Context: an optimization exercise on an open-source flow, tuned for small area and a short achievable clock period. The choices shown serve that exercise and are no tape-out recipe.
Only the layout flow was run in this run; the RTL was not checked for function there.
Power is estimated from default activity; no workload was simulated.

==> flow/standard.sh <==
#!/bin/bash
# synth_recipe.tcl (not shown) runs the flow's synth.tcl, then flattens the netlist and writes it again
# the make line also repeats each setting of config.mk as NAME=value (left out here)
make -C /OpenROAD-flow-scripts/flow DESIGN_CONFIG=/design/flow/config.mk WORK_HOME=/design/flow/orfs CLKGATE_MAP_FILE= SYNTH_SCRIPT=/design/flow/synth_recipe.tcl "${@:-finish}"
==> flow/config.mk <==
export PLATFORM = sky130hd
export DESIGN_NAME = lightHashDES
export DESIGN_NICKNAME = lightHashDES
export VERILOG_FILES = /design/flow/design.v
export SDC_FILE = /design/flow/constraint.sdc
export NUM_CORES = 4
export LEC_CHECK = 0
export CAP_MARGIN = 20
export CORE_MARGIN = 2
export CORE_UTILIZATION = 40
export SETUP_SLACK_MARGIN = 1.6
export SLEW_MARGIN = 20
export SYNTH_HIERARCHICAL = 1
==> flow/flow/run.sh <==
#!/bin/bash
cp standard.sh standard.sh.txt
export BUFFER_PORTS_ARGS="-buffer_cell sky130_fd_sc_hd__buf_1"
bash standard.sh > standard.log 2>&1
==> flow/design.v <==
module Sbox5 (
    input  [5:0] in,
    output reg [3:0] out
);
    reg [1:0] row;
    reg [3:0] column;
    always @(*) begin
        row = {in[5], in[0]};
        column = in[4:1];
        case (column)
            4'b0000 : case (row)
                        2'b00 :  out = 4'b0010;
                        2'b01 :  out = 4'b1110;
                        2'b10 :  out = 4'b0100;
                        2'b11 :  out = 4'b1011;
                     endcase
            4'b0001 : case (row)
                        2'b00 :  out = 4'b1100;
                        2'b01 :  out = 4'b1011;
                        2'b10 :  out = 4'b0010;
                        2'b11 :  out = 4'b1000;
                     endcase
            4'b0010 : case (row)
                        2'b00 :  out = 4'b0100;
                        2'b01 :  out = 4'b0010;
                        2'b10 :  out = 4'b0001;
                        2'b11 :  out = 4'b1100;
                     endcase
            4'b0011 : case (row)
                        2'b00 :  out = 4'b0001;
                        2'b01 :  out = 4'b1100;
                        2'b10 :  out = 4'b1011;
                        2'b11 :  out = 4'b0111;
                     endcase
            4'b0100 : case (row)
                        2'b00 :  out = 4'b0111;
                        2'b01 :  out = 4'b0100;
                        2'b10 :  out = 4'b1100;
                        2'b11 :  out = 4'b0001;
                     endcase
            4'b0101 : case (row)
                        2'b00 :  out = 4'b1010;
                        2'b01 :  out = 4'b0111;  
                        2'b10 :  out = 4'b1101;
                        2'b11 :  out = 4'b1110;
                     endcase
            4'b0110 : case (row)
                        2'b00 :  out = 4'b1011;
                        2'b01 :  out = 4'b1101;
                        2'b10 :  out = 4'b0111;
                        2'b11 :  out = 4'b0010;
                     endcase
            4'b0111 : case (row)
                        2'b00 :  out = 4'b0110;
                        2'b01 :  out = 4'b0001;
                        2'b10 :  out = 4'b1000;
                        2'b11 :  out = 4'b1101;
                     endcase
            4'b1000 : case (row)
                        2'b00 :  out = 4'b1000;
                        2'b01 :  out = 4'b0101;
                        2'b10 :  out = 4'b1111;
                        2'b11 :  out = 4'b0110;
                     endcase
            4'b1001 : case (row)
                        2'b00 :  out = 4'b0101;
                        2'b01 :  out = 4'b0000;
                        2'b10 :  out = 4'b1001;
                        2'b11 :  out = 4'b1111;
                     endcase
            4'b1010 : case (row)
                        2'b00 :  out = 4'b0011;
                        2'b01 :  out = 4'b1111;
                        2'b10 :  out = 4'b1100;
                        2'b11 :  out = 4'b0000;
                     endcase
            4'b1011 : case (row)
                        2'b00 :  out = 4'b1111;
                        2'b01 :  out = 4'b1100;
                        2'b10 :  out = 4'b0101;
                        2'b11 :  out = 4'b1001;
                     endcase
            4'b1100 : case (row)
                        2'b00 :  out = 4'b1101;
                        2'b01 :  out = 4'b0011;
                        2'b10 :  out = 4'b0110;
                        2'b11 :  out = 4'b1100;
                     endcase
            4'b1101 : case (row)
                        2'b00 :  out = 4'b0000;
                        2'b01 :  out = 4'b1001;
                        2'b10 :  out = 4'b0011;
                        2'b11 :  out = 4'b0100;
                     endcase
            4'b1110 : case (row)
                        2'b00 :  out = 4'b1110;
                        2'b01 :  out = 4'b1000;
                        2'b10 :  out = 4'b0000;
                        2'b11 :  out = 4'b0101;
                     endcase
            4'b1111 : case (row)
                        2'b00 :  out = 4'b1001;
                        2'b01 :  out = 4'b0110;
                        2'b10 :  out = 4'b1110;
                        2'b11 :  out = 4'b0011;
                     endcase
            default: out = 4'h0;
        endcase
    end
endmodule
module Round (
    input  [3:0]  s_box_out,
    input  [31:0] h_in,
    output reg [31:0] h_out
);
    reg [3:0] h_in_n [0:7];
    reg [3:0] h_out_n [0:7];
    integer i;
    reg [3:0] temp;
    reg [1:0] rot;  
    always @(*) begin
        h_in_n[7] = h_in[31:28];
        h_in_n[6] = h_in[27:24];
        h_in_n[5] = h_in[23:20];
        h_in_n[4] = h_in[19:16];
        h_in_n[3] = h_in[15:12];
        h_in_n[2] = h_in[11:8];
        h_in_n[1] = h_in[7:4];
        h_in_n[0] = h_in[3:0];
        for (i = 0; i < 8; i = i + 1) begin
            temp = h_in_n[(i + 2) % 8] ^ s_box_out;
            rot = (i/2);  
            if (rot == 0)
                h_out_n[i] = temp & 4'hF;
            else
                h_out_n[i] = ( ((temp << rot) | (temp >> (4 - rot))) & 4'hF );
        end
        h_out = {h_out_n[7], h_out_n[6], h_out_n[5], h_out_n[4],
                 h_out_n[3], h_out_n[2], h_out_n[1], h_out_n[0]};
    end
endmodule
module HashIteration (
    input  [7:0] M,
    output reg   a,
    output reg   b,
    output reg   c       
);
    wire [5:0] x = {M[5], M[7] ^ M[2], M[3], M[0], M[4] ^ M[1], M[6]};
    always @(*) begin
        case (x)
            6'd0 : {a, b, c} = 3'b011;
            6'd1 : {a, b, c} = 3'b101;
            6'd2 : {a, b, c} = 3'b110;
            6'd3 : {a, b, c} = 3'b101;
            6'd4 : {a, b, c} = 3'b101;
            6'd5 : {a, b, c} = 3'b011;
            6'd6 : {a, b, c} = 3'b101;
            6'd7 : {a, b, c} = 3'b110;
            6'd8 : {a, b, c} = 3'b011;
            6'd9 : {a, b, c} = 3'b101;
            6'd10: {a, b, c} = 3'b000;
            6'd11: {a, b, c} = 3'b011;
            6'd12: {a, b, c} = 3'b101;
            6'd13: {a, b, c} = 3'b011;
            6'd14: {a, b, c} = 3'b110;
            6'd15: {a, b, c} = 3'b101;
            6'd16: {a, b, c} = 3'b011;
            6'd17: {a, b, c} = 3'b000;
            6'd18: {a, b, c} = 3'b000;
            6'd19: {a, b, c} = 3'b000;
            6'd20: {a, b, c} = 3'b110;
            6'd21: {a, b, c} = 3'b000;
            6'd22: {a, b, c} = 3'b000;
            6'd23: {a, b, c} = 3'b110;
            6'd24: {a, b, c} = 3'b011;
            6'd25: {a, b, c} = 3'b110;
            6'd26: {a, b, c} = 3'b000;
            6'd27: {a, b, c} = 3'b110;
            6'd28: {a, b, c} = 3'b101;
            6'd29: {a, b, c} = 3'b011;
            6'd30: {a, b, c} = 3'b110;
            6'd31: {a, b, c} = 3'b110;
            6'd32: {a, b, c} = 3'b101;
            6'd33: {a, b, c} = 3'b101;
            6'd34: {a, b, c} = 3'b011;
            6'd35: {a, b, c} = 3'b011;
            6'd36: {a, b, c} = 3'b101;
            6'd37: {a, b, c} = 3'b110;
            6'd38: {a, b, c} = 3'b101;
            6'd39: {a, b, c} = 3'b011;
            6'd40: {a, b, c} = 3'b110;
            6'd41: {a, b, c} = 3'b101;
            6'd42: {a, b, c} = 3'b011;
            6'd43: {a, b, c} = 3'b101;
            6'd44: {a, b, c} = 3'b011;
            6'd45: {a, b, c} = 3'b011;
            6'd46: {a, b, c} = 3'b011;
            6'd47: {a, b, c} = 3'b011;
            6'd48: {a, b, c} = 3'b000;
            6'd49: {a, b, c} = 3'b110;
            6'd50: {a, b, c} = 3'b110;
            6'd51: {a, b, c} = 3'b000;
            6'd52: {a, b, c} = 3'b110;
            6'd53: {a, b, c} = 3'b000;
            6'd54: {a, b, c} = 3'b000;
            6'd55: {a, b, c} = 3'b110;
            6'd56: {a, b, c} = 3'b110;
            6'd57: {a, b, c} = 3'b110;
            6'd58: {a, b, c} = 3'b110;
            6'd59: {a, b, c} = 3'b101;
            6'd60: {a, b, c} = 3'b000;
            6'd61: {a, b, c} = 3'b000;
            6'd62: {a, b, c} = 3'b101;
            6'd63: {a, b, c} = 3'b110;
            default: {a, b, c} = 3'b000;
        endcase
    end
endmodule
module cz_inv  (input a, output y);       assign y = ~a;           endmodule
module cz_nor2 (input a, b, output y);    assign y = ~(a | b);     endmodule
module cz_nand2(input a, b, output y);    assign y = ~(a & b);     endmodule
module cz_nor3 (input a, b, c, output y); assign y = ~(a | b | c); endmodule
module cz_bit0(input c, l, s, output d);    assign d = s ? l : ~c;        endmodule
module cz_bitp(input c, t, l, s, output d); assign d = s ? l : (c ^ t);   endmodule
module cz_bitn(input c, t, l, s, output d); assign d = s ? l : ~(c ^ t);  endmodule   
module lightHashDES(
    input              clk,
    input              M_valid,
    input              rst_n,
    input      [7:0]   M,
    input     [63:0]   input_length,
    output reg         hash_ready,
    output     [31:0]  digest
);
    reg        busy;
    reg [63:0] counter;
    reg        a_t, b_t, c_t;  
    reg  [6:0] f;              
    wire [63:0] counter_d;
    wire start = !busy && M_valid;
    wire z1;
    wire z2;
    wire z3;
    wire z4;
    wire z5;
    wire z6;
    wire z7;
    wire z8;
    wire z9;
    wire z10;
    wire z11;
    wire z12;
    wire z13;
    wire z14;
    wire z15;
    wire z16;
    wire z17;
    wire z18;
    wire z19;
    wire z20;
    wire z21;
    wire z22;
    wire z23;
    wire z24;
    wire z25;
    wire z26;
    wire z27;
    wire z28;
    wire z29;
    wire z30;
    wire z31;
    wire z32;
    wire z33;
    wire z34;
    wire z35;
    wire z36;
    wire z37;
    wire z38;
    wire z39;
    wire z40;
    wire z41;
    wire z42;
    wire z43;
    wire z44;
    wire z45;
    wire z46;
    wire z47;
    wire z48;
    wire z49;
    wire z50;
    wire z51;
    wire z52;
    wire z53;
    wire z54;
    wire z55;
    wire z56;
    wire z57;
    wire z58;
    wire z59;
    wire z60;
    wire z61;
    wire z62;
    wire z63;
    wire zi64;
    wire z65;
    wire z66;
    wire z67;
    wire z68;
    wire z69;
    wire z70;
    wire z71;
    wire z72;
    wire z73;
    wire z74;
    wire z75;
    wire z76;
    wire z77;
    wire z78;
    wire z79;
    wire zi80;
    wire z81;
    wire z82;
    wire z83;
    wire z84;
    wire z85;
    wire z86;
    wire z87;
    wire z88;
    wire z89;
    wire z90;
    wire z91;
    wire z92;
    wire z93;
    wire zi94;
    wire z95;
    wire zi96;
    wire z97;
    wire z98;
    wire z99;
    wire z100;
    wire z101;
    wire z102;
    wire zi103;
    wire z104;
    wire zi105;
    wire z106;
    wire z107;
    wire zi108;
    wire z109;
    wire z110;
    wire zi111;
    wire z112;
    wire z113;
    wire z114;
    wire zi115;
    wire z116;
    wire zi117;
    wire z118;
    wire z119;
    wire z120;
    wire zi121;
    wire z122;
    wire zi123;
    wire z124;
    wire z125;
    wire zi126;
    wire z127;
    wire z128;
    wire zi129;
    wire z130;
    wire z131;
    wire zi132;
    wire z133;
    wire z134;
    wire zi135;
    wire z136;
    wire z137;
    wire zi138;
    wire z139;
    wire z140;
    wire zi141;
    wire z142;
    wire z143;
    wire zi144;
    wire z145;
    wire z146;
    wire zi147;
    wire z148;
    wire z149;
    wire z150;
    wire zi151;
    wire z152;
    wire zi153;
    wire z154;
    wire z155;
    wire z156;
    wire zi157;
    wire z158;
    wire zi159;
    wire z160;
    wire z161;
    wire z162;
    wire zi163;
    wire z164;
    wire zi165;
    wire z166;
    wire z167;
    wire z168;
    wire zi169;
    wire z170;
    wire zi171;
    wire z172;
    wire z173;
    wire z174;
    wire zi175;
    wire z176;
    wire zi177;
    wire z178;
    wire z179;
    wire z180;
    wire zi181;
    wire z182;
    wire zi183;
    wire z184;
    wire z185;
    wire z186;
    wire zi187;
    wire z188;
    wire zi189;
    wire z190;
    wire z191;
    wire zi192;
    wire z193;
    wire z194;
    wire z195;
    wire z196;
    wire z197;
    wire z198;
    wire z199;
    wire z200;
    wire z201;
    wire z202;
    wire z203;
    wire zi204;
    wire z205;
    wire z206;
    wire z207;
    wire z208;
    cz_nor2  u_z1 (.a(counter[0]), .b(counter[1]), .y(z1));
    cz_nor2  u_z2 (.a(counter[2]), .b(counter[3]), .y(z2));
    cz_nor2  u_z3 (.a(counter[4]), .b(counter[5]), .y(z3));
    cz_nor2  u_z4 (.a(counter[6]), .b(counter[7]), .y(z4));
    cz_nor2  u_z5 (.a(counter[8]), .b(counter[9]), .y(z5));
    cz_nor2  u_z6 (.a(counter[10]), .b(counter[11]), .y(z6));
    cz_nor2  u_z7 (.a(counter[12]), .b(counter[13]), .y(z7));
    cz_nor2  u_z8 (.a(counter[14]), .b(counter[15]), .y(z8));
    cz_nor2  u_z9 (.a(counter[16]), .b(counter[17]), .y(z9));
    cz_nor2  u_z10 (.a(counter[18]), .b(counter[19]), .y(z10));
    cz_nor2  u_z11 (.a(counter[20]), .b(counter[21]), .y(z11));
    cz_nor2  u_z12 (.a(counter[22]), .b(counter[23]), .y(z12));
    cz_nor2  u_z13 (.a(counter[24]), .b(counter[25]), .y(z13));
    cz_nor2  u_z14 (.a(counter[26]), .b(counter[27]), .y(z14));
    cz_nor2  u_z15 (.a(counter[28]), .b(counter[29]), .y(z15));
    cz_nor2  u_z16 (.a(counter[30]), .b(counter[31]), .y(z16));
    cz_nor2  u_z17 (.a(counter[32]), .b(counter[33]), .y(z17));
    cz_nor2  u_z18 (.a(counter[34]), .b(counter[35]), .y(z18));
    cz_nor2  u_z19 (.a(counter[36]), .b(counter[37]), .y(z19));
    cz_nor2  u_z20 (.a(counter[38]), .b(counter[39]), .y(z20));
    cz_nor2  u_z21 (.a(counter[40]), .b(counter[41]), .y(z21));
    cz_nor2  u_z22 (.a(counter[42]), .b(counter[43]), .y(z22));
    cz_nor2  u_z23 (.a(counter[44]), .b(counter[45]), .y(z23));
    cz_nor2  u_z24 (.a(counter[46]), .b(counter[47]), .y(z24));
    cz_nor2  u_z25 (.a(counter[48]), .b(counter[49]), .y(z25));
    cz_nor2  u_z26 (.a(counter[50]), .b(counter[51]), .y(z26));
    cz_nor2  u_z27 (.a(counter[52]), .b(counter[53]), .y(z27));
    cz_nor2  u_z28 (.a(counter[54]), .b(counter[55]), .y(z28));
    cz_nor2  u_z29 (.a(counter[56]), .b(counter[57]), .y(z29));
    cz_nor2  u_z30 (.a(counter[58]), .b(counter[59]), .y(z30));
    cz_nor2  u_z31 (.a(counter[60]), .b(counter[61]), .y(z31));
    cz_nor2  u_z32 (.a(counter[62]), .b(counter[63]), .y(z32));
    cz_nand2 u_z33 (.a(z1), .b(z2), .y(z33));
    cz_nand2 u_z34 (.a(z3), .b(z4), .y(z34));
    cz_nand2 u_z35 (.a(z5), .b(z6), .y(z35));
    cz_nand2 u_z36 (.a(z7), .b(z8), .y(z36));
    cz_nand2 u_z37 (.a(z9), .b(z10), .y(z37));
    cz_nand2 u_z38 (.a(z11), .b(z12), .y(z38));
    cz_nand2 u_z39 (.a(z13), .b(z14), .y(z39));
    cz_nand2 u_z40 (.a(z15), .b(z16), .y(z40));
    cz_nand2 u_z41 (.a(z17), .b(z18), .y(z41));
    cz_nand2 u_z42 (.a(z19), .b(z20), .y(z42));
    cz_nand2 u_z43 (.a(z21), .b(z22), .y(z43));
    cz_nand2 u_z44 (.a(z23), .b(z24), .y(z44));
    cz_nand2 u_z45 (.a(z25), .b(z26), .y(z45));
    cz_nand2 u_z46 (.a(z27), .b(z28), .y(z46));
    cz_nand2 u_z47 (.a(z29), .b(z30), .y(z47));
    cz_nand2 u_z48 (.a(z31), .b(z32), .y(z48));
    cz_nor2  u_z49 (.a(z34), .b(z33), .y(z49));
    cz_nor2  u_z50 (.a(z35), .b(z34), .y(z50));
    cz_nor2  u_z51 (.a(z36), .b(z35), .y(z51));
    cz_nor2  u_z52 (.a(z37), .b(z36), .y(z52));
    cz_nor2  u_z53 (.a(z38), .b(z37), .y(z53));
    cz_nor2  u_z54 (.a(z39), .b(z38), .y(z54));
    cz_nor2  u_z55 (.a(z40), .b(z39), .y(z55));
    cz_nor2  u_z56 (.a(z41), .b(z40), .y(z56));
    cz_nor2  u_z57 (.a(z42), .b(z41), .y(z57));
    cz_nor2  u_z58 (.a(z43), .b(z42), .y(z58));
    cz_nor2  u_z59 (.a(z44), .b(z43), .y(z59));
    cz_nor2  u_z60 (.a(z45), .b(z44), .y(z60));
    cz_nor2  u_z61 (.a(z46), .b(z45), .y(z61));
    cz_nor2  u_z62 (.a(z47), .b(z46), .y(z62));
    cz_nor2  u_z63 (.a(z48), .b(z47), .y(z63));
    cz_inv   u_zi64 (.a(z33), .y(zi64));
    cz_nand2 u_z65 (.a(z50), .b(zi64), .y(z65));
    cz_nand2 u_z66 (.a(z51), .b(z49), .y(z66));
    cz_nand2 u_z67 (.a(z52), .b(z50), .y(z67));
    cz_nand2 u_z68 (.a(z53), .b(z51), .y(z68));
    cz_nand2 u_z69 (.a(z54), .b(z52), .y(z69));
    cz_nand2 u_z70 (.a(z55), .b(z53), .y(z70));
    cz_nand2 u_z71 (.a(z56), .b(z54), .y(z71));
    cz_nand2 u_z72 (.a(z57), .b(z55), .y(z72));
    cz_nand2 u_z73 (.a(z58), .b(z56), .y(z73));
    cz_nand2 u_z74 (.a(z59), .b(z57), .y(z74));
    cz_nand2 u_z75 (.a(z60), .b(z58), .y(z75));
    cz_nand2 u_z76 (.a(z61), .b(z59), .y(z76));
    cz_nand2 u_z77 (.a(z62), .b(z60), .y(z77));
    cz_nand2 u_z78 (.a(z63), .b(z61), .y(z78));
    cz_nor2  u_z79 (.a(z67), .b(z33), .y(z79));
    cz_inv   u_zi80 (.a(z49), .y(zi80));
    cz_nor2  u_z81 (.a(z68), .b(zi80), .y(z81));
    cz_nor2  u_z82 (.a(z69), .b(z65), .y(z82));
    cz_nor2  u_z83 (.a(z70), .b(z66), .y(z83));
    cz_nor2  u_z84 (.a(z71), .b(z67), .y(z84));
    cz_nor2  u_z85 (.a(z72), .b(z68), .y(z85));
    cz_nor2  u_z86 (.a(z73), .b(z69), .y(z86));
    cz_nor2  u_z87 (.a(z74), .b(z70), .y(z87));
    cz_nor2  u_z88 (.a(z75), .b(z71), .y(z88));
    cz_nor2  u_z89 (.a(z76), .b(z72), .y(z89));
    cz_nor2  u_z90 (.a(z77), .b(z73), .y(z90));
    cz_nor2  u_z91 (.a(z78), .b(z74), .y(z91));
    cz_nand2 u_z92 (.a(z84), .b(zi64), .y(z92));
    cz_nand2 u_z93 (.a(z85), .b(z49), .y(z93));
    cz_inv   u_zi94 (.a(z65), .y(zi94));
    cz_nand2 u_z95 (.a(z86), .b(zi94), .y(z95));
    cz_inv   u_zi96 (.a(z66), .y(zi96));
    cz_nand2 u_z97 (.a(z87), .b(zi96), .y(z97));
    cz_nand2 u_z98 (.a(z88), .b(z79), .y(z98));
    cz_nand2 u_z99 (.a(z89), .b(z81), .y(z99));
    cz_nand2 u_z100 (.a(z90), .b(z82), .y(z100));
    cz_nand2 u_z101 (.a(z91), .b(z83), .y(z101));
    cz_nor2  u_z102 (.a(z33), .b(counter[4]), .y(z102));
    cz_inv   u_zi103 (.a(z3), .y(zi103));
    cz_nor2  u_z104 (.a(z33), .b(zi103), .y(z104));
    cz_inv   u_zi105 (.a(counter[6]), .y(zi105));
    cz_nand2 u_z106 (.a(z3), .b(zi105), .y(z106));
    cz_nor2  u_z107 (.a(z33), .b(z106), .y(z107));
    cz_inv   u_zi108 (.a(counter[8]), .y(zi108));
    cz_nand2 u_z109 (.a(z49), .b(zi108), .y(z109));
    cz_nand2 u_z110 (.a(z49), .b(z5), .y(z110));
    cz_inv   u_zi111 (.a(z5), .y(zi111));
    cz_nor2  u_z112 (.a(zi111), .b(counter[10]), .y(z112));
    cz_nand2 u_z113 (.a(z49), .b(z112), .y(z113));
    cz_nor2  u_z114 (.a(z65), .b(counter[12]), .y(z114));
    cz_inv   u_zi115 (.a(z7), .y(zi115));
    cz_nor2  u_z116 (.a(z65), .b(zi115), .y(z116));
    cz_inv   u_zi117 (.a(counter[14]), .y(zi117));
    cz_nand2 u_z118 (.a(z7), .b(zi117), .y(z118));
    cz_nor2  u_z119 (.a(z65), .b(z118), .y(z119));
    cz_nor2  u_z120 (.a(z66), .b(counter[16]), .y(z120));
    cz_inv   u_zi121 (.a(z9), .y(zi121));
    cz_nor2  u_z122 (.a(z66), .b(zi121), .y(z122));
    cz_inv   u_zi123 (.a(counter[18]), .y(zi123));
    cz_nand2 u_z124 (.a(z9), .b(zi123), .y(z124));
    cz_nor2  u_z125 (.a(z66), .b(z124), .y(z125));
    cz_inv   u_zi126 (.a(counter[20]), .y(zi126));
    cz_nand2 u_z127 (.a(z79), .b(zi126), .y(z127));
    cz_nand2 u_z128 (.a(z79), .b(z11), .y(z128));
    cz_inv   u_zi129 (.a(z11), .y(zi129));
    cz_nor2  u_z130 (.a(zi129), .b(counter[22]), .y(z130));
    cz_nand2 u_z131 (.a(z79), .b(z130), .y(z131));
    cz_inv   u_zi132 (.a(counter[24]), .y(zi132));
    cz_nand2 u_z133 (.a(z81), .b(zi132), .y(z133));
    cz_nand2 u_z134 (.a(z81), .b(z13), .y(z134));
    cz_inv   u_zi135 (.a(z13), .y(zi135));
    cz_nor2  u_z136 (.a(zi135), .b(counter[26]), .y(z136));
    cz_nand2 u_z137 (.a(z81), .b(z136), .y(z137));
    cz_inv   u_zi138 (.a(counter[28]), .y(zi138));
    cz_nand2 u_z139 (.a(z82), .b(zi138), .y(z139));
    cz_nand2 u_z140 (.a(z82), .b(z15), .y(z140));
    cz_inv   u_zi141 (.a(z15), .y(zi141));
    cz_nor2  u_z142 (.a(zi141), .b(counter[30]), .y(z142));
    cz_nand2 u_z143 (.a(z82), .b(z142), .y(z143));
    cz_inv   u_zi144 (.a(counter[32]), .y(zi144));
    cz_nand2 u_z145 (.a(z83), .b(zi144), .y(z145));
    cz_nand2 u_z146 (.a(z83), .b(z17), .y(z146));
    cz_inv   u_zi147 (.a(z17), .y(zi147));
    cz_nor2  u_z148 (.a(zi147), .b(counter[34]), .y(z148));
    cz_nand2 u_z149 (.a(z83), .b(z148), .y(z149));
    cz_nor2  u_z150 (.a(z92), .b(counter[36]), .y(z150));
    cz_inv   u_zi151 (.a(z19), .y(zi151));
    cz_nor2  u_z152 (.a(z92), .b(zi151), .y(z152));
    cz_inv   u_zi153 (.a(counter[38]), .y(zi153));
    cz_nand2 u_z154 (.a(z19), .b(zi153), .y(z154));
    cz_nor2  u_z155 (.a(z92), .b(z154), .y(z155));
    cz_nor2  u_z156 (.a(z93), .b(counter[40]), .y(z156));
    cz_inv   u_zi157 (.a(z21), .y(zi157));
    cz_nor2  u_z158 (.a(z93), .b(zi157), .y(z158));
    cz_inv   u_zi159 (.a(counter[42]), .y(zi159));
    cz_nand2 u_z160 (.a(z21), .b(zi159), .y(z160));
    cz_nor2  u_z161 (.a(z93), .b(z160), .y(z161));
    cz_nor2  u_z162 (.a(z95), .b(counter[44]), .y(z162));
    cz_inv   u_zi163 (.a(z23), .y(zi163));
    cz_nor2  u_z164 (.a(z95), .b(zi163), .y(z164));
    cz_inv   u_zi165 (.a(counter[46]), .y(zi165));
    cz_nand2 u_z166 (.a(z23), .b(zi165), .y(z166));
    cz_nor2  u_z167 (.a(z95), .b(z166), .y(z167));
    cz_nor2  u_z168 (.a(z97), .b(counter[48]), .y(z168));
    cz_inv   u_zi169 (.a(z25), .y(zi169));
    cz_nor2  u_z170 (.a(z97), .b(zi169), .y(z170));
    cz_inv   u_zi171 (.a(counter[50]), .y(zi171));
    cz_nand2 u_z172 (.a(z25), .b(zi171), .y(z172));
    cz_nor2  u_z173 (.a(z97), .b(z172), .y(z173));
    cz_nor2  u_z174 (.a(z98), .b(counter[52]), .y(z174));
    cz_inv   u_zi175 (.a(z27), .y(zi175));
    cz_nor2  u_z176 (.a(z98), .b(zi175), .y(z176));
    cz_inv   u_zi177 (.a(counter[54]), .y(zi177));
    cz_nand2 u_z178 (.a(z27), .b(zi177), .y(z178));
    cz_nor2  u_z179 (.a(z98), .b(z178), .y(z179));
    cz_nor2  u_z180 (.a(z99), .b(counter[56]), .y(z180));
    cz_inv   u_zi181 (.a(z29), .y(zi181));
    cz_nor2  u_z182 (.a(z99), .b(zi181), .y(z182));
    cz_inv   u_zi183 (.a(counter[58]), .y(zi183));
    cz_nand2 u_z184 (.a(z29), .b(zi183), .y(z184));
    cz_nor2  u_z185 (.a(z99), .b(z184), .y(z185));
    cz_nor2  u_z186 (.a(z100), .b(counter[60]), .y(z186));
    cz_inv   u_zi187 (.a(z31), .y(zi187));
    cz_nor2  u_z188 (.a(z100), .b(zi187), .y(z188));
    cz_inv   u_zi189 (.a(counter[62]), .y(zi189));
    cz_nand2 u_z190 (.a(z31), .b(zi189), .y(z190));
    cz_nor2  u_z191 (.a(z100), .b(z190), .y(z191));
    cz_inv   u_zi192 (.a(counter[2]), .y(zi192));
    cz_nand2 u_z193 (.a(z1), .b(zi192), .y(z193));
    cz_nor2  u_z194 (.a(z34), .b(z35), .y(z194));
    cz_nor2  u_z195 (.a(z36), .b(z37), .y(z195));
    cz_nor2  u_z196 (.a(z38), .b(z39), .y(z196));
    cz_nor2  u_z197 (.a(z40), .b(z41), .y(z197));
    cz_nor2  u_z198 (.a(z42), .b(z43), .y(z198));
    cz_nor2  u_z199 (.a(z44), .b(z45), .y(z199));
    cz_nor2  u_z200 (.a(z46), .b(z47), .y(z200));
    cz_nand2 u_z201 (.a(z194), .b(z195), .y(z201));
    cz_nand2 u_z202 (.a(z196), .b(z197), .y(z202));
    cz_nand2 u_z203 (.a(z198), .b(z199), .y(z203));
    cz_inv   u_zi204 (.a(z48), .y(zi204));
    cz_nand2 u_z205 (.a(z200), .b(zi204), .y(z205));
    cz_nor2  u_z206 (.a(z201), .b(z202), .y(z206));
    cz_nor2  u_z207 (.a(z203), .b(z205), .y(z207));
    cz_nand2 u_z208 (.a(z206), .b(z207), .y(z208));
    cz_bit0 u_b0 (.c(counter[0]), .l(input_length[0]), .s(start), .d(counter_d[0]));
    cz_bitn u_b1 (.c(counter[1]), .t(counter[0]), .l(input_length[1]), .s(start), .d(counter_d[1]));
    cz_bitp u_b2 (.c(counter[2]), .t(z1), .l(input_length[2]), .s(start), .d(counter_d[2]));
    cz_bitn u_b3 (.c(counter[3]), .t(z193), .l(input_length[3]), .s(start), .d(counter_d[3]));
    cz_bitn u_b4 (.c(counter[4]), .t(z33), .l(input_length[4]), .s(start), .d(counter_d[4]));
    cz_bitp u_b5 (.c(counter[5]), .t(z102), .l(input_length[5]), .s(start), .d(counter_d[5]));
    cz_bitp u_b6 (.c(counter[6]), .t(z104), .l(input_length[6]), .s(start), .d(counter_d[6]));
    cz_bitp u_b7 (.c(counter[7]), .t(z107), .l(input_length[7]), .s(start), .d(counter_d[7]));
    cz_bitp u_b8 (.c(counter[8]), .t(z49), .l(input_length[8]), .s(start), .d(counter_d[8]));
    cz_bitn u_b9 (.c(counter[9]), .t(z109), .l(input_length[9]), .s(start), .d(counter_d[9]));
    cz_bitn u_b10 (.c(counter[10]), .t(z110), .l(input_length[10]), .s(start), .d(counter_d[10]));
    cz_bitn u_b11 (.c(counter[11]), .t(z113), .l(input_length[11]), .s(start), .d(counter_d[11]));
    cz_bitn u_b12 (.c(counter[12]), .t(z65), .l(input_length[12]), .s(start), .d(counter_d[12]));
    cz_bitp u_b13 (.c(counter[13]), .t(z114), .l(input_length[13]), .s(start), .d(counter_d[13]));
    cz_bitp u_b14 (.c(counter[14]), .t(z116), .l(input_length[14]), .s(start), .d(counter_d[14]));
    cz_bitp u_b15 (.c(counter[15]), .t(z119), .l(input_length[15]), .s(start), .d(counter_d[15]));
    cz_bitn u_b16 (.c(counter[16]), .t(z66), .l(input_length[16]), .s(start), .d(counter_d[16]));
    cz_bitp u_b17 (.c(counter[17]), .t(z120), .l(input_length[17]), .s(start), .d(counter_d[17]));
    cz_bitp u_b18 (.c(counter[18]), .t(z122), .l(input_length[18]), .s(start), .d(counter_d[18]));
    cz_bitp u_b19 (.c(counter[19]), .t(z125), .l(input_length[19]), .s(start), .d(counter_d[19]));
    cz_bitp u_b20 (.c(counter[20]), .t(z79), .l(input_length[20]), .s(start), .d(counter_d[20]));
    cz_bitn u_b21 (.c(counter[21]), .t(z127), .l(input_length[21]), .s(start), .d(counter_d[21]));
    cz_bitn u_b22 (.c(counter[22]), .t(z128), .l(input_length[22]), .s(start), .d(counter_d[22]));
    cz_bitn u_b23 (.c(counter[23]), .t(z131), .l(input_length[23]), .s(start), .d(counter_d[23]));
    cz_bitp u_b24 (.c(counter[24]), .t(z81), .l(input_length[24]), .s(start), .d(counter_d[24]));
    cz_bitn u_b25 (.c(counter[25]), .t(z133), .l(input_length[25]), .s(start), .d(counter_d[25]));
    cz_bitn u_b26 (.c(counter[26]), .t(z134), .l(input_length[26]), .s(start), .d(counter_d[26]));
    cz_bitn u_b27 (.c(counter[27]), .t(z137), .l(input_length[27]), .s(start), .d(counter_d[27]));
    cz_bitp u_b28 (.c(counter[28]), .t(z82), .l(input_length[28]), .s(start), .d(counter_d[28]));
    cz_bitn u_b29 (.c(counter[29]), .t(z139), .l(input_length[29]), .s(start), .d(counter_d[29]));
    cz_bitn u_b30 (.c(counter[30]), .t(z140), .l(input_length[30]), .s(start), .d(counter_d[30]));
    cz_bitn u_b31 (.c(counter[31]), .t(z143), .l(input_length[31]), .s(start), .d(counter_d[31]));
    cz_bitp u_b32 (.c(counter[32]), .t(z83), .l(input_length[32]), .s(start), .d(counter_d[32]));
    cz_bitn u_b33 (.c(counter[33]), .t(z145), .l(input_length[33]), .s(start), .d(counter_d[33]));
    cz_bitn u_b34 (.c(counter[34]), .t(z146), .l(input_length[34]), .s(start), .d(counter_d[34]));
    cz_bitn u_b35 (.c(counter[35]), .t(z149), .l(input_length[35]), .s(start), .d(counter_d[35]));
    cz_bitn u_b36 (.c(counter[36]), .t(z92), .l(input_length[36]), .s(start), .d(counter_d[36]));
    cz_bitp u_b37 (.c(counter[37]), .t(z150), .l(input_length[37]), .s(start), .d(counter_d[37]));
    cz_bitp u_b38 (.c(counter[38]), .t(z152), .l(input_length[38]), .s(start), .d(counter_d[38]));
    cz_bitp u_b39 (.c(counter[39]), .t(z155), .l(input_length[39]), .s(start), .d(counter_d[39]));
    cz_bitn u_b40 (.c(counter[40]), .t(z93), .l(input_length[40]), .s(start), .d(counter_d[40]));
    cz_bitp u_b41 (.c(counter[41]), .t(z156), .l(input_length[41]), .s(start), .d(counter_d[41]));
    cz_bitp u_b42 (.c(counter[42]), .t(z158), .l(input_length[42]), .s(start), .d(counter_d[42]));
    cz_bitp u_b43 (.c(counter[43]), .t(z161), .l(input_length[43]), .s(start), .d(counter_d[43]));
    cz_bitn u_b44 (.c(counter[44]), .t(z95), .l(input_length[44]), .s(start), .d(counter_d[44]));
    cz_bitp u_b45 (.c(counter[45]), .t(z162), .l(input_length[45]), .s(start), .d(counter_d[45]));
    cz_bitp u_b46 (.c(counter[46]), .t(z164), .l(input_length[46]), .s(start), .d(counter_d[46]));
    cz_bitp u_b47 (.c(counter[47]), .t(z167), .l(input_length[47]), .s(start), .d(counter_d[47]));
    cz_bitn u_b48 (.c(counter[48]), .t(z97), .l(input_length[48]), .s(start), .d(counter_d[48]));
    cz_bitp u_b49 (.c(counter[49]), .t(z168), .l(input_length[49]), .s(start), .d(counter_d[49]));
    cz_bitp u_b50 (.c(counter[50]), .t(z170), .l(input_length[50]), .s(start), .d(counter_d[50]));
    cz_bitp u_b51 (.c(counter[51]), .t(z173), .l(input_length[51]), .s(start), .d(counter_d[51]));
    cz_bitn u_b52 (.c(counter[52]), .t(z98), .l(input_length[52]), .s(start), .d(counter_d[52]));
    cz_bitp u_b53 (.c(counter[53]), .t(z174), .l(input_length[53]), .s(start), .d(counter_d[53]));
    cz_bitp u_b54 (.c(counter[54]), .t(z176), .l(input_length[54]), .s(start), .d(counter_d[54]));
    cz_bitp u_b55 (.c(counter[55]), .t(z179), .l(input_length[55]), .s(start), .d(counter_d[55]));
    cz_bitn u_b56 (.c(counter[56]), .t(z99), .l(input_length[56]), .s(start), .d(counter_d[56]));
    cz_bitp u_b57 (.c(counter[57]), .t(z180), .l(input_length[57]), .s(start), .d(counter_d[57]));
    cz_bitp u_b58 (.c(counter[58]), .t(z182), .l(input_length[58]), .s(start), .d(counter_d[58]));
    cz_bitp u_b59 (.c(counter[59]), .t(z185), .l(input_length[59]), .s(start), .d(counter_d[59]));
    cz_bitn u_b60 (.c(counter[60]), .t(z100), .l(input_length[60]), .s(start), .d(counter_d[60]));
    cz_bitp u_b61 (.c(counter[61]), .t(z186), .l(input_length[61]), .s(start), .d(counter_d[61]));
    cz_bitp u_b62 (.c(counter[62]), .t(z188), .l(input_length[62]), .s(start), .d(counter_d[62]));
    cz_bitp u_b63 (.c(counter[63]), .t(z191), .l(input_length[63]), .s(start), .d(counter_d[63]));
    wire one = counter[0] & ~counter[1] & z2 & ~z208;    
    wire a_m, b_m, c_m;
    HashIteration main (.M(M), .a(a_m), .b(b_m), .c(c_m));
    always @(posedge clk or negedge rst_n) begin
        if (!rst_n) begin
            busy       <= 1'b0;
            hash_ready <= 1'b0;
        end else begin
            hash_ready <= busy & one;
            busy       <= busy ? !one : M_valid;
        end
    end
    localparam [6:0] C0 = 7'b111_0111;
    localparam [6:0] CP = 7'b011_1001;
    localparam [6:0] CA = 7'b100_1011;
    localparam [6:0] CB = 7'b001_0111;
    localparam [6:0] CC = CA & CB;            
    localparam [6:0] OA = CA & ~CB;           
    localparam [6:0] OB = CB & ~CA;           
    always @(posedge clk) begin
        counter <= counter_d;
        a_t     <= a_m;
        b_t     <= b_m;
        c_t     <= c_m;
        f       <= start ? C0 : f ^ CP ^ (OA & {7{a_t}}) ^ (OB & {7{b_t}}) ^ (CC & {7{c_t}});
    end
    assign digest = {
        f[2],  f[6],  f[2],  f[6],  ~f[4], f[3],  f[4],  ~f[3],   
        f[5],  f[5],  ~f[5], ~f[5], ~f[5], 1'b0,  f[5],  1'b0,    
        ~f[3], ~f[4], f[3],  f[4],  ~f[3], f[2],  f[3],  f[2],    
        ~f[1], f[0],  ~f[1], ~f[0], f[1],  ~f[0], f[1],  f[0]     
    };
endmodule
==> flow/constraint.sdc <==
create_clock -name core_clock -period 3.3 [get_ports {clk}]
set_input_delay 0.6600 -clock core_clock [delete_from_list [all_inputs] [get_ports {clk}]]
set_output_delay 0.6600 -clock core_clock [all_outputs]
set_load 0.01 [all_outputs]
==> metrics.md <==
| Metric | Value |
|---|---|
| First-pass GRT wire length | 14500 um |
| Final setup violation count | 0 |
| Mapped Area | 4080 um2 |
| Crit. End Element | register |
| EDFF count, synth | 0 |
| Critical path arrival | 1.87 ns |
| Synth warn | 8 |
| Initial DRC count | 155 |
| CTS Buf Count | 9 |
| Area grow syn2layout | 22.5% |
| Drt first pass iters | 4 |
| Core area | 9860 um2 |
| Comb power frac | between 20% and 30% |
| Antenna cell count | 0 |
| Setup_tns | 0 ns |
| Most common cell after layout, fill and taps aside | nand2_1 |
| Worst-Margin Slew | 0.519 ns |
| Clk Latency, worst-skew pair | 0.35 ns |
| Vias per inst | 4.48 |
| Tot GR Track Use | 15.6% |
| Vias in the first global route | ~3400 |
| Final Max Slew Viols | 0 |
| Sequential share of power | between 40 and 50% |
| Wire per inst | 10.7 um |
| # port buffers | 105 |
| Worst-path clk slew | 0.08 ns |
| Dpl hpwl | between 6000 and 7000 um |
| Leakage | 1.83 nW |
| Max Freq | 610 MHz |
| Die Height | between 100 and 150 um |
| Pint | between 1.5 and 2 mW |
| Root buffer cell | clkbuf_8 |
| Pwr Total | 2.89 mW |
| Status | finished clean |
| Prevailing post-synth register cell | dfxtp_1 |
| Residual DRC | 0 |
| Worst Path Required | around 3.5 ns |
| Clock Power Share | 25.1% |
| Full die area | 11000 um2 |
| Tmin final | roughly 1.6 ns |
| H-tree Lvls | 3 |
| Largest net degree at the start of global routing | 130 |
| TritonCTS clock tree | yes |
| Antenna violations before repair | 0 |
| DRT antenna net count | 0 |
| Skew final | 0.0124 ns |
| Gate Count Post-Synth | 573 |
| Layout cells sized above 1 | between 10% and 20% |
| Rows | 36 |
| Average cell area after synthesis | 7.13 um2 |
| Grt total ovfl | 0 |
| Psw | approximately 1000 uW |
| #FFs+latches synth | between 70 and 80 |
| Worst setup SP type | primary input |
| Final cycle utilization of the critical path | 49.7% |
| Die W | 105 um |
| IR Drop Worst-Case VDD | 0.253 mV |
| Max Cap Viol | 0 |
| Hold Vio Cnt, Final | 0 |
| Total wire length | 8710 um |
| Fin Hold WS | 0.0788 ns |
| Rel. slew slack | 65.4% |
| Switching Share | between 30% and 40% |
| Clock Tree Buf Depth | 2 |
| Seq/Total Area, Yosys | 37.5% |
| Starting Density | between 40% and 50% |
| Vias | 3647 |
| CP max FO | 5 |
| Final nets | about 750 |
| I/O pin count | 108 |
| Yosys cell types | 37 |
| Most frequent cells in the layout | nand2_1, buf_1, nor2_1 |
| Hold crit path type | in -> async |
| RSZ-0062 raised after global routing | true |
| FFs w/ async S/R, synth | 2.63% |
| GPL Wtd Cong | 0.762 |
| Crit Path Class | in -> reg |
| Clock Sinks | 76 |
| Power density over cell area | approximately 580 nW/um2 |
-- per-module statistics from Yosys, one instance, submodules excluded --
module,times used,cells inside,cell area [um2]
HashIteration,1,57,378
cz_nand2,67,1,3.75
cz_inv,36,1,3.75
lightHashDES,1,121,1830
cz_bitp,36,3,17.5
cz_bitn,27,3,17.5
cz_bit0,1,2,8.76
cz_nor2,101,1,3.75
-- cells by family (layout without fill, tap and decap cells) --
logic type	after synthesis	count (layout)	share of synthesized area (%)
xor+xnor	73	73	16.3
simple gates	260	260	24.7
fa+ha+maj	1	1	0.306
flops	76	76	37.5
other cells	1	2	0.0918
buf+inv	71	178	8.52
compound gates	91	91	12.6
-- per-stage QoR --
| step | setup slack, ns | cells | cell area [um2] | utilization (%) |
|---|---|---|---|---|
| 2_1_floorplan | 0.956 | 574 | 4100 | - |
| 3_3_place_gp | 1.13 | 789 | 4510 | 45.7 |
| 3_5_place_dp | 1.06 | 789 | 4510 | 45.7 |
| 4_1_cts | 1.62 | 807 | 4810 | 48.7 |
| 5_1_grt | 1.54 | 814 | 5000 | 50.7 |
| 6_report | 1.66 | 814 | 5000 | 50.7 |
-- power by group through the flow --
stage                     combinational [mW]  clock, mW  sequential [mW]
after detailed placement               0.731          0             1.34
after CTS                              0.762      0.750             1.33
after global routing                   0.922      0.793             1.38
after global placement                 0.717          0             1.33
after floorplan                        0.629          0             1.33
final                                  0.819      0.726             1.35
-- per-layer routing --
layer | share of wire [%] | global-route usage [%]
met1 | 49 | 21.0
met2 | 46 | 25.1
met3 | 3.8 | 3.68
met4 | 1.0 | 4.29
met5 | 0 | 0
-- critical path, stage by stage --
cell and delay, ns:
buf_1 0.24, xor2_2 0.27, nor3_1 0.09, a2111oi_2 0.30
o31ai_1 0.13, a21boi_2 0.17
-- area by class of cell --
| class | instances | area [um2] |
|---|---|---|
| clock buffers | 12 | 155 |
| clock inverters | 4 | 47.5 |
| fillers | 1001 | 4860 |
| inverters | 46 | 176 |
| multi-input cells | 427 | 2430 |
| flip-flops and latches | 76 | 1540 |
| well taps | 133 | 166 |
| repair buffers | 116 | 494 |
-- sequential cells by signal, summed over array words and instances (netlist names) --
name        cells
counter        64
f               7
a_t             1
b_t             1
busy            1
c_t             1
hash_ready      1
-- worst paths after layout --
kind | startpoint | to | slack [ns] | cells past startpoint
min | rst_n | hash_ready$_DFF_PN0_ | 0.08 | 1
min in group core_clock | f[5]$_SDFF_PP1_ | f[5]$_SDFF_PP1_ | 0.44 | 1
max in group asynchronous | rst_n | busy$_DFF_PN0_ | 3.10 | 1
max | M[4] | b_t$_DFF_P_ | 1.66 | 6
min reg2reg | f[5]$_SDFF_PP1_ | f[5]$_SDFF_PP1_ | 0.44 | 1
max reg2reg | counter[2]$_DFF_P_ | counter[58]$_DFF_P_ | 1.66 | 9
-- synth_stat cells, types with 3 or more instances --
library cell,instances,area [um2]
buf_4,21,158
inv_1,46,173
a21oi_1,8,40.0
nand3_1,3,15.0
nor2_1,106,398
nand2_1,144,541
dfxtp_1,74,1480
o21ai_0,3,15.0
xnor2_1,41,359
xor2_1,30,263
o21ai_1,64,320
-- what timing repair did --
action	4_1_cts	5_1_grt
endpoints found under the hold margin	0	0
pin swaps	2	10
cloned	0	0
resized for setup	27	49
endpoints found under the setup margin	41	41
hold buffers	0	0
buffers inserted	2	7

[what the ideal ports hide]
No port has a modelled driver above. Below, the same layout with a new extraction and two added sets of constraints. Step 1 sets driving cells, clkbuf_16 on the clock port and buf_2 on the other inputs (assumed; they add their load-dependent delay and slew). Step 2 adds t to the input delays and takes it off the output delays; t is the mean of the earliest and latest rising clock arrival at the registers after step 1. Input paths then give back, and output paths get back, about the clock's delay inside the block. a / b / c = ideal / step 1 / step 2; a / b = the first two.
t (ns): 0.368
setup WS [ns]: 1.661 / 1.651 / 1.299
hold slack, ns: 0.079 / 0.073 / 0.436
worst data-port slew with drivers (ns): 0.04
After both steps setup and hold are still met in this run. For this run, drivers alone change the setup slack by -0.010 ns; drivers and shift together by -0.362 ns.
